Context: an optimization exercise on an open-source flow, tuned for small area. The choices shown serve that exercise and are no tape-out recipe. In this exercise RTL edits were held to simulation tests only and were not proved equivalent to the original. The clock port is modelled as an ideal driver; clocking choices that lean on that would not hold on a real chip. Power is estimated from default activity; no workload was simulated.

==> flow/design.v <==
module wavelet_transform(clk, rst, data_stream, H_out, L_out, addr);
input clk, rst;
output reg [0:7] H_out;
output reg [0:7] L_out;
output reg  [0:7] addr;
input [0:7] data_stream;
wire [2:0] p = addr[5:7];
reg  [7:0] a1, a2;       
reg  [7:0] se, sf, sg1, sg2, sk;
reg  [7:0] ao, af, ag1, ag2, ak;
reg  [7:0] lp1, lpx, lp3;
reg  [7:0] mux_a, mux_b, mux_c, mux_e;
always @* begin
    case (p)
    3'd0: begin mux_a = lpx;         mux_b = data_stream; mux_c = se;  mux_e = ak;  end
    3'd1: begin mux_a = data_stream; mux_b = lpx;         mux_c = sf;  mux_e = ao;  end
    3'd2: begin mux_a = lpx;         mux_b = data_stream; mux_c = se;  mux_e = af;  end
    3'd3: begin mux_a = data_stream; mux_b = lp1;         mux_c = sg2; mux_e = ao;  end
    3'd4: begin mux_a = lpx;         mux_b = data_stream; mux_c = se;  mux_e = ag2; end
    3'd5: begin mux_a = data_stream; mux_b = lpx;         mux_c = sf;  mux_e = ao;  end
    3'd6: begin mux_a = lp3;         mux_b = data_stream; mux_c = se;  mux_e = af;  end
    default: begin mux_a = data_stream; mux_b = L_out;    mux_c = sk;  mux_e = ao;  end
    endcase
end
function [7:0] add8(input [7:0] x, input [7:0] y, input ci);
    integer i;
    reg c;
    begin
        c = ci;
        for (i = 0; i < 8; i = i + 1) begin
            add8[i] = (x[i] ^ y[i]) ^ c;
            c = (x[i] & y[i]) | (c & (x[i] ^ y[i]));
        end
    end
endfunction
wire [7:0] nd1  = ~{1'b0, a1[7:1]};
wire [7:0] sub1 = add8(mux_b, nd1, 1'b1);
wire [7:0] sub2 = add8(mux_c, nd1, 1'b1);
wire [7:0] hq   = {2'b00, H_out[0:5]};
wire [7:0] add1 = add8(a2, hq, 1'b0);
wire [7:0] add2 = add8(mux_e, hq, 1'b0);
always @(posedge clk, negedge rst) begin
    if (!rst) begin
        addr  <= 0;
        H_out <= 0;
        L_out <= 0;
        a1    <= 0;
        a2    <= 0;
    end else begin
        addr  <= addr + 1;
        H_out <= sub2;
        L_out <= add2;
        a1    <= mux_a;
        a2    <= a1;
    end
end
always @(posedge clk, negedge rst) begin
    if (!rst) begin
        se <= 0; sf <= 0; sg1 <= 0; sg2 <= 0; sk <= 0;
        ao <= 0; af <= 0; ag1 <= 0; ag2 <= 0; ak <= 0;
        lp1 <= 0; lpx <= 0; lp3 <= 0;
    end else begin
        if (!p[0]) se <= sub1;
        if (p[1:0] == 2'b01) sf <= sub1;
        if (p == 3'd3) begin sg1 <= sub1; sg2 <= sg1; end
        if (p == 3'd7) sk <= sub1;
        if (p[0]) ao <= add1;
        if (p[1:0] == 2'b10) af <= add1;
        if (p == 3'd4) begin ag1 <= add1; ag2 <= ag1; end
        if (p == 3'd0) ak <= add1;
        if (p == 3'd1) lp1 <= L_out;
        if (p == 3'd1) lpx <= lp1;
        else if (p[1:0] != 2'b11) lpx <= L_out;
        if (p == 3'd3) lp3 <= L_out;
    end
end
endmodule
export LEC_CHECK = 0
export CAP_MARGIN = 20
export CORE_MARGIN = 2
export CORE_UTILIZATION = 55
export SLEW_MARGIN = 20
create_clock -name core_clock -period 6.0 [get_ports {clk}]
standard.sh (not shown) runs the stock make flow with config.mk's settings and CLKGATE_MAP_FILE= SYNTH_SCRIPT=/design/flow/synth_recipe.tcl, a recipe that flattens the netlist after the stock synthesis.
==> flow/flow/run.sh <==
#!/bin/bash
# Own layout flow: the standard synthesis and ORFS steps, with
#  - single-size buffers on the ports (buf_1 instead of clkdlybuf4s50_1),
#  - timing-driven global placement that does not keep the resizer's buffers
#    (GPL_KEEP_OVERFLOW=0); repair_design still fixes slew and capacitance,
#  - a clock tree without dummy loads, whose buffers flow/postcts.tcl then
#    sizes to the smallest that keep the clock-pin slew at or under 110 ps,
#    and which also downsizes repair_design's slew buffers (see its header).
# Each step's full output goes to a log file of its own in the work folder.
set -euo pipefail
export BUFFER_PORTS_ARGS="-buffer_cell sky130_fd_sc_hd__buf_1"
export GPL_KEEP_OVERFLOW=0
export CTS_ARGS="-sink_clustering_enable -repair_clock_nets -buf_list sky130_fd_sc_hd__clkbuf_4 -dont_use_dummy_load"
bash standard.sh synth > synth.log 2>&1
bash standard.sh cts > place_cts.log 2>&1
RESULTS="$PWD/orfs/results/$FLOW_PLATFORM/wavelet_transform/base" openroad -no_init -exit flow/postcts.tcl > postcts.log 2>&1
bash standard.sh finish > route_finish.log 2>&1
==> flow/flow/postcts.tcl <==
# Runs between ORFS's cts and global-route steps, on 4_cts.odb:
#  1. Sizes the clock buffers: each buffer that drives flip-flops starts as
#     clkbuf_2 and is upsized (clkbuf_2 -> 4 -> 8 -> 16) until the clock pins
#     it drives see a slew of at most 110 ps; the buffers above them until
#     their loads see at most 250 ps.
#  2. Downsizes each buffer that repair_design inserted for slew (load_slew*)
#     to the smallest buf_N that leaves no max-slew or max-capacitance
#     violation and no worse setup slack.
#  3. Legalises the placement again and writes 4_cts.odb back.
set plat $::env(FLOW_HOME)/platforms/sky130hd
set res $::env(RESULTS)
read_liberty $plat/lib/sky130_fd_sc_hd__tt_025C_1v80.lib
read_db $res/4_cts.odb
read_sdc $res/4_cts.sdc
source $plat/setRC.tcl
set_propagated_clock [all_clocks]
estimate_parasitics -placement
puts "before: setup slack [sta::worst_slack_cmd max], area [rsz::design_area]"

proc load_slew {inst} {
  set out [get_pins -of_objects $inst -filter "direction == output"]
  set worst 0
  foreach p [get_pins -of_objects [get_nets -of_objects $out] -filter "direction == input"] {
    set s [get_property $p slew_max]
    if {$s > $worst} { set worst $s }
  }
  return $worst
}
proc drives_ff {inst} {
  set out [get_pins -of_objects $inst -filter "direction == output"]
  foreach p [get_pins -of_objects [get_nets -of_objects $out] -filter "direction == input"] {
    if {[get_property $p name] eq "CLK"} { return 1 }
  }
  return 0
}

# 1. clock buffers
set next [dict create sky130_fd_sc_hd__clkbuf_2 sky130_fd_sc_hd__clkbuf_4 \
  sky130_fd_sc_hd__clkbuf_4 sky130_fd_sc_hd__clkbuf_8 \
  sky130_fd_sc_hd__clkbuf_8 sky130_fd_sc_hd__clkbuf_16]
set clkbufs [get_cells clkbuf*]
foreach inst $clkbufs {
  if {[drives_ff $inst]} { replace_cell $inst [get_lib_cells */sky130_fd_sc_hd__clkbuf_2] }
}
for {set iter 0} {$iter < 8} {incr iter} {
  estimate_parasitics -placement
  set changed 0
  foreach inst $clkbufs {
    set m [get_property $inst ref_name]
    if {![dict exists $next $m]} { continue }
    set t [expr {[drives_ff $inst] ? 0.110 : 0.250}]
    if {[load_slew $inst] > $t} {
      replace_cell $inst [get_lib_cells */[dict get $next $m]]
      set changed 1
    }
  }
  if {!$changed} { break }
}
foreach inst $clkbufs { puts "clock buffer [get_full_name $inst]: [get_property $inst ref_name]" }

# 2. slew buffers
proc net_slew {inst} {
  set out [get_pins -of_objects $inst -filter "direction == output"]
  set worst 0
  foreach p [get_pins -of_objects [get_nets -of_objects $out]] {
    set s [get_property $p slew_max]
    if {$s > $worst} { set worst $s }
  }
  return $worst
}
estimate_parasitics -placement
foreach inst [get_cells -quiet load_slew*] {
  set orig [get_property $inst ref_name]
  set wns0 [sta::worst_slack_cmd max]
  foreach size {1 2 4 6 8 12} {
    set m sky130_fd_sc_hd__buf_$size
    if {$m eq $orig} { break }
    replace_cell $inst [get_lib_cells */$m]
    estimate_parasitics -placement
    if {[sta::max_slew_violation_count] == 0 && [sta::max_capacitance_violation_count] == 0
        && [net_slew $inst] < 1.0 && [sta::worst_slack_cmd max] >= $wns0 - 1e-13} {
      puts "[get_full_name $inst]: $orig -> $m"
      break
    }
    replace_cell $inst [get_lib_cells */$orig]
    estimate_parasitics -placement
  }
}

# 3. legalise and write back
detailed_placement
check_placement -verbose
estimate_parasitics -placement
set worst 0
foreach p [get_pins -hierarchical */CLK] {
  set s [get_property $p slew_max]
  if {$s > $worst} { set worst $s }
}
puts "after: setup slack [sta::worst_slack_cmd max], area [rsz::design_area], worst flip-flop clock pin slew [format %.3f $worst] ns"
puts "max slew violations [sta::max_slew_violation_count], max cap violations [sta::max_capacitance_violation_count]"
write_db $res/4_cts.odb
Edit:
--- a/flow/flow/run.sh
+++ b/flow/flow/run.sh
@@ -5,6 +5,2 @@
 #    (GPL_KEEP_OVERFLOW=0); repair_design still fixes slew and capacitance,
-#  - a clock tree without dummy loads, whose buffers flow/postcts.tcl then
-#    sizes to the smallest that keep the clock-pin slew at or under 110 ps,
-#    and which also downsizes repair_design's slew buffers (see its header).
-# Each step's full output goes to a log file of its own in the work folder.
 set -euo pipefail
--- a/flow/flow/postcts.tcl
+++ b/flow/flow/postcts.tcl
@@ -8,3 +8,7 @@
 #     violation and no worse setup slack.
-#  3. Legalises the placement again and writes 4_cts.odb back.
+#  3. Downsizes every other cell with a drive strength above 1 (but not the
+#     clock and port buffers) to the smallest variant of the same cell that
+#     leaves no max-slew or max-capacitance violation and no worse setup
+#     slack.
+#  4. Legalises the placement again and writes 4_cts.odb back.
 set plat $::env(FLOW_HOME)/platforms/sky130hd
@@ -89,3 +93,27 @@
 
-# 3. legalise and write back
+# 3. other cells
+foreach inst [get_cells *] {
+  set name [get_full_name $inst]
+  if {[string match clkbuf* $name] || [string match input* $name] || [string match output* $name]} { continue }
+  set orig [get_property $inst ref_name]
+  if {![regexp {^(sky130_fd_sc_hd__.*)_(\d+)$} $orig -> base drive]} { continue }
+  if {$drive <= 1} { continue }
+  set wns0 [sta::worst_slack_cmd max]
+  foreach d {0 1 2 4} {
+    if {$d >= $drive} { break }
+    set m ${base}_$d
+    if {[llength [get_lib_cells -quiet */$m]] == 0} { continue }
+    replace_cell $inst [get_lib_cells */$m]
+    estimate_parasitics -placement
+    if {[sta::max_slew_violation_count] == 0 && [sta::max_capacitance_violation_count] == 0
+        && [sta::worst_slack_cmd max] >= $wns0 - 1e-13} {
+      puts "$name: $orig -> $m"
+      break
+    }
+    replace_cell $inst [get_lib_cells */$orig]
+    estimate_parasitics -placement
+  }
+}
+
+# 4. legalise and write back
 detailed_placement
What happened: Count of clock-buffer cells in the layout does not change; non-clock buffer count stays the same; critical path depth does not change; fmax went up by 0.31%; clock power stays flat; die area does not change.

---

pepper:
Starts from the design.v that is shown in full above.
clock: 6.0 ns
lec_check: 0
cap_margin: 20
core_margin: 2
core_utilization: 55
cts_buf_list: sky130_fd_sc_hd__clkbuf_8
slew_margin: 20
==> flow/flow/run.sh <==
#!/bin/bash
# Own layout flow: the standard synthesis and ORFS steps, with
#  - single-size buffers on the ports (buf_1 instead of clkdlybuf4s50_1),
#  - a clock tree of small clock buffers without dummy loads.
# Each call's full output goes to a log file in the work folder.
set -euo pipefail
export BUFFER_PORTS_ARGS="-buffer_cell sky130_fd_sc_hd__buf_1"
export CTS_ARGS="-sink_clustering_enable -repair_clock_nets -buf_list sky130_fd_sc_hd__clkbuf_8 -dont_use_dummy_load"
bash standard.sh synth > synth.log 2>&1
bash standard.sh finish > layout.log 2>&1
diff inputs: pepper => nickel
==> flow/run.sh (new file) <==
#!/bin/bash
# synth_recipe.tcl (not shown) runs the flow's synth.tcl, then flattens the netlist and writes it again
# the make line also repeats each setting of config.mk as NAME=value (left out here)
make -C /OpenROAD-flow-scripts/flow DESIGN_CONFIG=/design/flow/config.mk WORK_HOME=/design/flow/orfs CLKGATE_MAP_FILE= SYNTH_SCRIPT=/design/flow/synth_recipe.tcl finish
removed: flow/flow/run.sh
removed: flow/standard.sh
Multi-input combinational area share ended up 1.9 points lower on nickel than on pepper. Sort nickel and pepper by worst-path maximum fanout asc -> top: nickel. Taking pepper as the reference point, the number of gates on the worst path with buffers counted of nickel rises by 1. In terms of total detailed-routing wirelength, nickel and pepper differ only marginally. Going from pepper to nickel, HPWL reported at the end of detailed placement decreased 2.5%; total length of routed met3 wires went down 5.6%. Relative to pepper, the global-route wire length before repair of nickel is lower by 0.48%. Looking at final period demand of the worst path across nickel and pepper, the one that comes out lower is nickel. Compared with pepper, nickel shows final net count lower by about 0.35%.

---

Setup of v38:
// wavelet_transform: RTL as listed in full above, without the edits since
clock: 6.0 ns
lec_check: 0
cap_margin: 20
core_margin: 2
core_utilization: 55
cts_buf_list: sky130_fd_sc_hd__clkbuf_4 sky130_fd_sc_hd__clkbuf_8
cts_cluster_size: 8
slew_margin: 20
run.sh (not shown) runs the stock make flow with config.mk's settings and CLKGATE_MAP_FILE= SYNTH_SCRIPT=/design/flow/synth_recipe.tcl, a recipe that flattens the netlist after the stock synthesis.
Stock flow here: none of the scripts above is used.
Modified inputs, v6 compared to v38
Settings: CTS_CLUSTER_SIZE no longer set, was 8; CTS_BUF_LIST no longer set, was sky130_fd_sc_hd__clkbuf_4 sky130_fd_sc_hd__clkbuf_8.
==> flow/flow/run.sh (new file) <==
#!/bin/bash
# Own layout flow: the standard synthesis and ORFS steps, with
#  - single-size buffers on the ports (buf_1 instead of clkdlybuf4s50_1),
#  - a clock tree of clkbuf_4 cells without dummy loads, where the clock
#    buffers whose loads see too high a slew are upsized to clkbuf_8
#    (flow/fixclk.tcl) before routing.
# Each step's full output goes to a log file of its own in the work folder.
set -euo pipefail
export BUFFER_PORTS_ARGS="-buffer_cell sky130_fd_sc_hd__buf_1"
export CTS_ARGS="-sink_clustering_enable -repair_clock_nets -buf_list sky130_fd_sc_hd__clkbuf_4 -dont_use_dummy_load"
bash standard.sh synth > synth.log 2>&1
bash standard.sh cts > place_cts.log 2>&1
RESULTS="$PWD/orfs/results/$FLOW_PLATFORM/wavelet_transform/base" openroad -no_init -exit flow/fixclk.tcl > fixclk.log 2>&1
bash standard.sh finish > route_finish.log 2>&1
==> flow/flow/fixclk.tcl (new file) <==
# After CTS: the clock tree is built from clkbuf_4 cells. Upsize to clkbuf_8
# every clock buffer whose loads see a slew above the target, then legalise
# the placement again.
set plat $::env(FLOW_HOME)/platforms/sky130hd
set res $::env(RESULTS)
read_liberty $plat/lib/sky130_fd_sc_hd__tt_025C_1v80.lib
read_db $res/4_cts.odb
read_sdc $res/4_cts.sdc
source $plat/setRC.tcl
set_propagated_clock [all_clocks]

set target 0.105
for {set iter 0} {$iter < 5} {incr iter} {
  estimate_parasitics -placement
  set changed 0
  foreach inst [get_cells *] {
    if {[get_property $inst ref_name] ne "sky130_fd_sc_hd__clkbuf_4"} { continue }
    set out [get_pins -of_objects $inst -filter "direction == output"]
    set worst 0
    foreach p [get_pins -of_objects [get_nets -of_objects $out] -filter "direction == input"] {
      set s [get_property $p slew_max]
      if {$s > $worst} { set worst $s }
    }
    if {$worst > $target} {
      replace_cell $inst [get_lib_cells */sky130_fd_sc_hd__clkbuf_8]
      puts "upsized [get_full_name $inst]: load slew [format %.3f $worst] ns"
      set changed 1
    }
  }
  if {!$changed} { break }
}
detailed_placement
check_placement -verbose
estimate_parasitics -placement
set worst 0
foreach p [get_pins -hierarchical */CLK] {
  set s [get_property $p slew_max]
  if {$s > $worst} { set worst $s }
}
puts "worst flip-flop clock pin slew after fix: [format %.3f $worst] ns"
report_checks -path_delay min_max -format end
write_db $res/4_cts.odb
==> flow/standard.sh (new file) <==
#!/bin/bash
# synth_recipe.tcl (not shown) runs the flow's synth.tcl, then flattens the netlist and writes it again
# the make line also repeats each setting of config.mk as NAME=value (left out here)
make -C /OpenROAD-flow-scripts/flow DESIGN_CONFIG=/design/flow/config.mk WORK_HOME=/design/flow/orfs CLKGATE_MAP_FILE= SYNTH_SCRIPT=/design/flow/synth_recipe.tcl "${@:-finish}"
removed: flow/run.sh
### Flow results
- v6: all stages complete, timing, DRC and antenna checks passed
- [compare] base=v38 new=v6: clock latency of the later-clocked register in the worst-skew pair shows a reduction of 0.02 ns; hold slack shows an increase of 0.0052 ns.
- v6 -> v38: post-synthesis register bit count flat
> inputs changed (v6 -> v52)
-- flow/flow/run.sh --
<<< v6, line 6
#    (flow/fixclk.tcl) before routing.
>>> v52, line 6
#    (flow/fixclk.tcl) before routing,
#  - timing-driven global placement that does not keep the resizer's buffers
#    (GPL_KEEP_OVERFLOW=0); repair_design still fixes slew and capacitance.
<<< v6, line 10
>>> v52, line 12
export GPL_KEEP_OVERFLOW=0
Results
Between v52 and v6, the internal power summed over all cells does not differ in any meaningful way.
Compared with v6, v52 shows a signal arrival time at the worst endpoint that is 0.78 ns higher.
Between v6 and v52, the setup clock skew after layout does not differ in any meaningful way.
v52 vs. v6: minimum period implied by the final worst setup slack grew by 0.79 ns; synthesis-to-layout area growth +0.92 points; utilization of the core after routing grew by 0.52 points.
Of v6 and v52, the higher part of the power in combinational logic belongs to v52.
v52 -> v6: power flat

[re-timing with driven ports]
No port has a modelled driver above. Below, the same layouts with a new extraction and two added sets of constraints. Step 1 (the two cells are an assumption about what drives the block):
set clk [get_ports {clk}]
set_driving_cell -lib_cell sky130_fd_sc_hd__clkbuf_16 $clk
set_driving_cell -lib_cell sky130_fd_sc_hd__buf_2 [delete_from_list [all_inputs] $clk]
Step 2 moves the port delays by t, midway between the first and last clock arrival at a register: inputs arrive t later, outputs are due t later. That takes back most of the time a late clock gives input paths. Slacks: no drivers / after step 1 / after step 2; pairs: no drivers / after step 1.
run | t (ns) | setup slack, ns | worst setup path after step 2 | worst data-port slew with drivers (ns)
the first run of note 1 | 0.431 | 0.352 / 0.352 / 0.352 | register to register | 0.04
the second run of note 1 | 0.432 | 0.369 / 0.369 / 0.369 | register to register | 0.04
pepper | 0.469 | 1.160 / 1.160 / 1.160 | register to register | 0.03
nickel | 0.486 | 1.167 / 1.167 / 0.961 | input to register | 0.04
v38 | 0.482 | 1.170 / 1.170 / 0.972 | input to register | 0.04
v6 | 0.450 | 1.157 / 1.157 / 1.157 | register to register | 0.04
v52 | 0.434 | 0.367 / 0.367 / 0.367 | register to register | 0.04
After both steps setup and hold are still met in every run listed. For nickel, which loses most, drivers alone change the setup slack by 0.000 ns; drivers and shift together by -0.206 ns.
